From an optimization exercise on the open Yosys and OpenROAD flow, aimed at small area and a short achievable clock period; shortcuts taken in it are not production practice.
RTL that was checked went through simulation tests only; none was proved equivalent to the original.
Power figures rest on the tool's default switching activity, not on a simulated workload.

## alu
module alu (
    input               i_clk,
    input               i_rst_n,
    input               i_valid,
    input signed [11:0] i_data_a,
    input signed [11:0] i_data_b,
    input        [2:0]  i_inst,
    output              o_valid,
    output       [11:0] o_data,
    output              o_overflow
);
For scale: ~44 I/O pins.
==> flow/config.mk <==
export PLATFORM = sky130hd
export DESIGN_NAME = alu
export DESIGN_NICKNAME = alu
export VERILOG_FILES = /design/flow/design.v
export SDC_FILE = /design/flow/constraint.sdc
export NUM_CORES = 4
export LEC_CHECK = 0
export CAP_MARGIN = 0
export CORE_MARGIN = 2
export CORE_UTILIZATION = 40
export CTS_BUF_LIST = sky130_fd_sc_hd__clkbuf_4 sky130_fd_sc_hd__clkbuf_8
export SLEW_MARGIN = 0
export TNS_END_PERCENT = 5
==> flow/constraint.sdc <==
create_clock -name core_clock -period 10.0 [get_ports {i_clk}]
set_input_delay 2.0000 -clock core_clock [delete_from_list [all_inputs] [get_ports {i_clk}]]
set_output_delay 2.0000 -clock core_clock [all_outputs]
set_load 0.01 [all_outputs]
standard.sh (not shown) runs the stock make flow with config.mk's settings and CLKGATE_MAP_FILE= SYNTH_SCRIPT=/design/flow/synth_recipe.tcl, a recipe that flattens the netlist after the stock synthesis.
==> flow/flow/run.sh <==
#!/bin/bash
# The standard layout, with these changes: the port buffers are buf_2 cells;
# after synthesis flow/fapol.py flips full-adder cells (a full adder is
# self-dual) where that removes inverters between them, and flow/faxor.py
# then builds each full adder from two xor2 gates and three nand2 gates (and each
# half adder from an xor2 and an and2 gate), whose sum
# path is faster than the fa cell's; flow/invabs.py then absorbs inverters
# into the XOR gates they feed (xor2 of an inverted input is xnor2).
# Registers are untouched.
set -euo pipefail
export SETUP_SLACK_MARGIN=5.2
export BUFFER_PORTS_ARGS="-buffer_cell sky130_fd_sc_hd__buf_2"
R=orfs/results/sky130hd/alu/base
bash standard.sh synth > synth.log 2>&1
python3 flow/fapol.py $R/1_2_yosys.v > fapol.log 2>&1
python3 flow/faxor.py $R/1_2_yosys.v --ha --nandc > faxor.log 2>&1
python3 flow/invabs.py $R/1_2_yosys.v > invabs.log 2>&1
rm -f $R/1_synth.odb $R/1_synth.sdc
bash standard.sh > standard.log 2>&1
==> flow/flow/faxor.py <==
#!/usr/bin/env python3
"""Replace full-adder cells by two XOR gates and a majority gate (and, with
--ha, half-adder cells by an XOR and an AND gate).

The sum output of sky130's fa cell is slow; two xor2 gates give the sum
faster, and a maj3 gate gives the carry.  The function is unchanged and no
register is touched.  usage: faxor.py netlist.v"""
import re, sys

args = [a for a in sys.argv[1:] if not a.startswith('--')]
path = args[0]
do_ha = '--ha' in sys.argv
nand_c = '--nandc' in sys.argv
text = open(path).read()
cell_re = re.compile(r'^(\s*)(sky130_fd_sc_hd__fa_\d+)\s+(\S+)\s*\((.*?)\);\n', re.S | re.M)
pin_re = re.compile(r'\.(\w+)\(([^()]*)\)')
wires = []
n = [0]

def net(x):
    return x + (' ' if x.startswith('\\') else '')

def repl(m):
    ind, typ, name, body = m.groups()
    pins = {p: v.strip() for p, v in pin_re.findall(body)}
    n[0] += 1
    t = f'_faxor{n[0]}_'
    wires.append(t)
    out = ''
    if pins.get('SUM'):
        out += f'{ind}sky130_fd_sc_hd__xor2_1 _faxa{n[0]}_ (.A({net(pins["A"])}), .B({net(pins["B"])}), .X({t}));\n'
        out += f'{ind}sky130_fd_sc_hd__xor2_1 _faxb{n[0]}_ (.A({t}), .B({net(pins["CIN"])}), .X({net(pins["SUM"])}));\n'
    if pins.get('COUT') and nand_c and pins.get('SUM'):
        # cout = (a & b) | ((a ^ b) & cin) as three nand2 gates, fast from cin
        u, v = f'_faxu{n[0]}_', f'_faxv{n[0]}_'
        wires.extend([u, v])
        out += f'{ind}sky130_fd_sc_hd__nand2_1 _faxd{n[0]}_ (.A({net(pins["A"])}), .B({net(pins["B"])}), .Y({u}));\n'
        out += f'{ind}sky130_fd_sc_hd__nand2_1 _faxe{n[0]}_ (.A({t}), .B({net(pins["CIN"])}), .Y({v}));\n'
        out += f'{ind}sky130_fd_sc_hd__nand2_1 _faxc{n[0]}_ (.A({u}), .B({v}), .Y({net(pins["COUT"])}));\n'
    elif pins.get('COUT'):
        out += f'{ind}sky130_fd_sc_hd__maj3_1 _faxc{n[0]}_ (.A({net(pins["A"])}), .B({net(pins["B"])}), .C({net(pins["CIN"])}), .X({net(pins["COUT"])}));\n'
    return out

text2 = cell_re.sub(repl, text)
nh = [0]
def repl_ha(m):
    ind, typ, name, body = m.groups()
    pins = {p: v.strip() for p, v in pin_re.findall(body)}
    nh[0] += 1
    out = ''
    if pins.get('SUM'):
        out += f'{ind}sky130_fd_sc_hd__xor2_1 _haxa{nh[0]}_ (.A({net(pins["A"])}), .B({net(pins["B"])}), .X({net(pins["SUM"])}));\n'
    if pins.get('COUT'):
        out += f'{ind}sky130_fd_sc_hd__and2_1 _haxc{nh[0]}_ (.A({net(pins["A"])}), .B({net(pins["B"])}), .X({net(pins["COUT"])}));\n'
    return out
if do_ha:
    ha_re = re.compile(r'^(\s*)(sky130_fd_sc_hd__ha_\d+)\s+(\S+)\s*\((.*?)\);\n', re.S | re.M)
    text2 = ha_re.sub(repl_ha, text2)
# declare the new wires after the module header's port list
i = text2.index(');', text2.index('module ')) + 2
text2 = text2[:i] + '\n' + ''.join(f'  wire {w};\n' for w in wires) + text2[i:]
open(path, 'w').write(text2)
sys.stderr.write(f'faxor: {n[0]} full adders replaced' + (f', {nh[0]} half adders' if do_ha else '') + '\n')
Other scripts of this flow, unchanged in this note and not shown: flow/flow/fapol.py, flow/flow/invabs.py
Rerun with:
--- a/flow/flow/run.sh
+++ b/flow/flow/run.sh
@@ -2 +2 @@
-# The standard layout, with these changes: the port buffers are buf_2 cells;
+# The standard layout, with these changes: the port buffers are buf_1 cells;
@@ -5 +5 @@
-# then builds each full adder from two xor2 gates and three nand2 gates (and each
+# then builds each full adder from two xor2 gates and a maj3 gate (and each
@@ -11,2 +11 @@
-export SETUP_SLACK_MARGIN=5.2
-export BUFFER_PORTS_ARGS="-buffer_cell sky130_fd_sc_hd__buf_2"
+export BUFFER_PORTS_ARGS="-buffer_cell sky130_fd_sc_hd__buf_1"
@@ -16 +15 @@
-python3 flow/faxor.py $R/1_2_yosys.v --ha --nandc > faxor.log 2>&1
+python3 flow/faxor.py $R/1_2_yosys.v --ha > faxor.log 2>&1
--- a/flow/flow/faxor.py
+++ b/flow/flow/faxor.py
@@ -13 +12,0 @@
-nand_c = '--nandc' in sys.argv
@@ -33,8 +32 @@
-    if pins.get('COUT') and nand_c and pins.get('SUM'):
-        # cout = (a & b) | ((a ^ b) & cin) as three nand2 gates, fast from cin
-        u, v = f'_faxu{n[0]}_', f'_faxv{n[0]}_'
-        wires.extend([u, v])
-        out += f'{ind}sky130_fd_sc_hd__nand2_1 _faxd{n[0]}_ (.A({net(pins["A"])}), .B({net(pins["B"])}), .Y({u}));\n'
-        out += f'{ind}sky130_fd_sc_hd__nand2_1 _faxe{n[0]}_ (.A({t}), .B({net(pins["CIN"])}), .Y({v}));\n'
-        out += f'{ind}sky130_fd_sc_hd__nand2_1 _faxc{n[0]}_ (.A({u}), .B({v}), .Y({net(pins["COUT"])}));\n'
-    elif pins.get('COUT'):
+    if pins.get('COUT'):
- SETUP_SLACK_MARGIN: unset -> 5.0
Cell area decreases by a few percent.
Setup slack degrades by 0.24 ns.
Wire length decreases by a little under a tenth.
Maximum frequency drops by a few percent.
Synthesized cell count is lower by roughly a tenth.
Total power decreases by a quarter to a third.
Area after synthesis came out lower slightly.
Cell count went down by a little under a tenth.
Worst hold slack improves by 0.018 ns.
Rerun with:
--- a/flow/flow/run.sh
+++ b/flow/flow/run.sh
@@ -2 +2 @@
-# The standard layout, with these changes: the port buffers are buf_1 cells;
+# The standard layout, with these changes: the port buffers are buf_2 cells;
@@ -11 +11 @@
-export BUFFER_PORTS_ARGS="-buffer_cell sky130_fd_sc_hd__buf_1"
+export BUFFER_PORTS_ARGS="-buffer_cell sky130_fd_sc_hd__buf_2"
- PLACE_DENSITY: unset -> 0.75
Utilization came out lower by 1.6 points.
Sequential power is about the same.
Global-route usage came out lower by 0.71 points.
Design area decreases by a few percent.
Combinational power came out lower slightly.
Critical path depth is lower by 4.
Setup slack improves by 0.040 ns.
Rerun with:
- PLACE_DENSITY: 0.75 -> unset
Effect:
- The new run completed without violations
- global-route usage rises by 1.1 points
- clock skew rose by 0.0072 ns
- via count decreases by 4.3%
- clock power barely changes

* * *

alu, a different RTL version from the one above (not shown whole).
Size: about 44 I/O pins.
clock: 10.0 ns
lec_check: 0
cap_margin: 20
core_margin: 2
core_utilization: 40
setup_slack_margin: 4
slew_margin: 20
==> flow/flow/run.sh <==
#!/bin/bash
# The standard layout, with the port buffers made of buf_4 cells.
set -euo pipefail
export BUFFER_PORTS_ARGS="-buffer_cell sky130_fd_sc_hd__buf_4"
bash standard.sh > standard.log 2>&1
Then changed:
==> flow/flow/run.sh (replaced) <==
#!/bin/bash
# The standard layout, with the port buffers made of buf_2 cells.
set -euo pipefail
export BUFFER_PORTS_ARGS="-buffer_cell sky130_fd_sc_hd__buf_2"
bash standard.sh > standard.log 2>&1
SETUP_SLACK_MARGIN = 4.5   (was 4)
Result:
- clock skew stays flat
- die area does not change
- worst setup slack gets better by 0.28 ns
- power rose by 1.8%
- final cell count rose by about 3%
- cell area rose by about 8%
- core utilization rose by 3.6 points
- sequential share of layout area fell by 0.87 points
- global-route usage rose by 0.53 points
- hold slack gets worse by 0.018 ns
- count of clock-buffer cells in the layout fell by 1
Then changed:
SETUP_SLACK_MARGIN = 4   (was 4.5)
Die area is unchanged.
Power came out lower by a few percent.
Clock-buffer cell count came out higher by 1.
Utilization came out lower by 3.7 points.
Wire length came out lower by a few percent.
Then changed:
==> flow/run.sh (new file) <==
#!/bin/bash
# synth_recipe.tcl (not shown) runs the flow's synth.tcl, then flattens the netlist and writes it again
# the make line also repeats each setting of config.mk as NAME=value (left out here)
make -C /OpenROAD-flow-scripts/flow DESIGN_CONFIG=/design/flow/config.mk WORK_HOME=/design/flow/orfs CLKGATE_MAP_FILE= SYNTH_SCRIPT=/design/flow/synth_recipe.tcl finish
SETUP_SLACK_MARGIN = default   (was 4)
removed: flow/flow/run.sh
removed: flow/standard.sh
Outcome:
- The changed run passed the timing, DRC and antenna checks
- non-clock buffer count is lower by 13
- synthesized area is unchanged
- global-route usage drops by 0.12 points
- worst setup slack is worse by 2.1 ns
- count of clock-buffer cells in the layout does not change
- die area stays the same
- utilization went down by 1.0 points
- hold slack is worse by 0.0053 ns
- via count drops by 0.32%
- total power went up by 0.99%
- routed wire length went down by 1.9%
No run of this note included a check of the RTL's function; only the layout flow was run.

## re-timing with driven ports
Ports are ideal in the flow. The routed layouts listed here were re-timed in OpenROAD.
Step 1, drivers: a clkbuf_16 drives i_clk and a buf_2 each remaining input, both assumed.
Step 2, shift: input delay + t, output delay - t, t = (earliest + latest rising clock arrival at the registers) / 2. This alone moves slack from input paths to output paths.
Slacks: no drivers / after step 1 / after step 2; pairs: no drivers / after step 1.
run	t (ns)	setup WS [ns]	slew at the worst register clock pin (ns)
the first run of note 1	0.330	5.281 / 5.251 / 4.921	0.08 / 0.08
the second run of note 1	0.318	5.038 / 5.046 / 4.728	0.08 / 0.08
the third run of note 1	0.308	5.078 / 5.073 / 4.765	0.07 / 0.07
the fourth run of note 1	0.311	5.100 / 5.071 / 4.760	0.07 / 0.07
the first run of note 2	0.317	4.128 / 4.126 / 3.809	0.06 / 0.06
the second run of note 2	0.317	4.410 / 4.381 / 4.064	0.06 / 0.06
the third run of note 2	0.314	4.093 / 4.096 / 3.782	0.06 / 0.06
the fourth run of note 2	0.314	2.023 / 2.035 / 1.722	0.06 / 0.06
After both steps setup and hold are still met in every run listed. The setup slack of the first run of note 1, which loses most, moves by -0.030 ns with the drivers and by -0.360 ns with both steps.
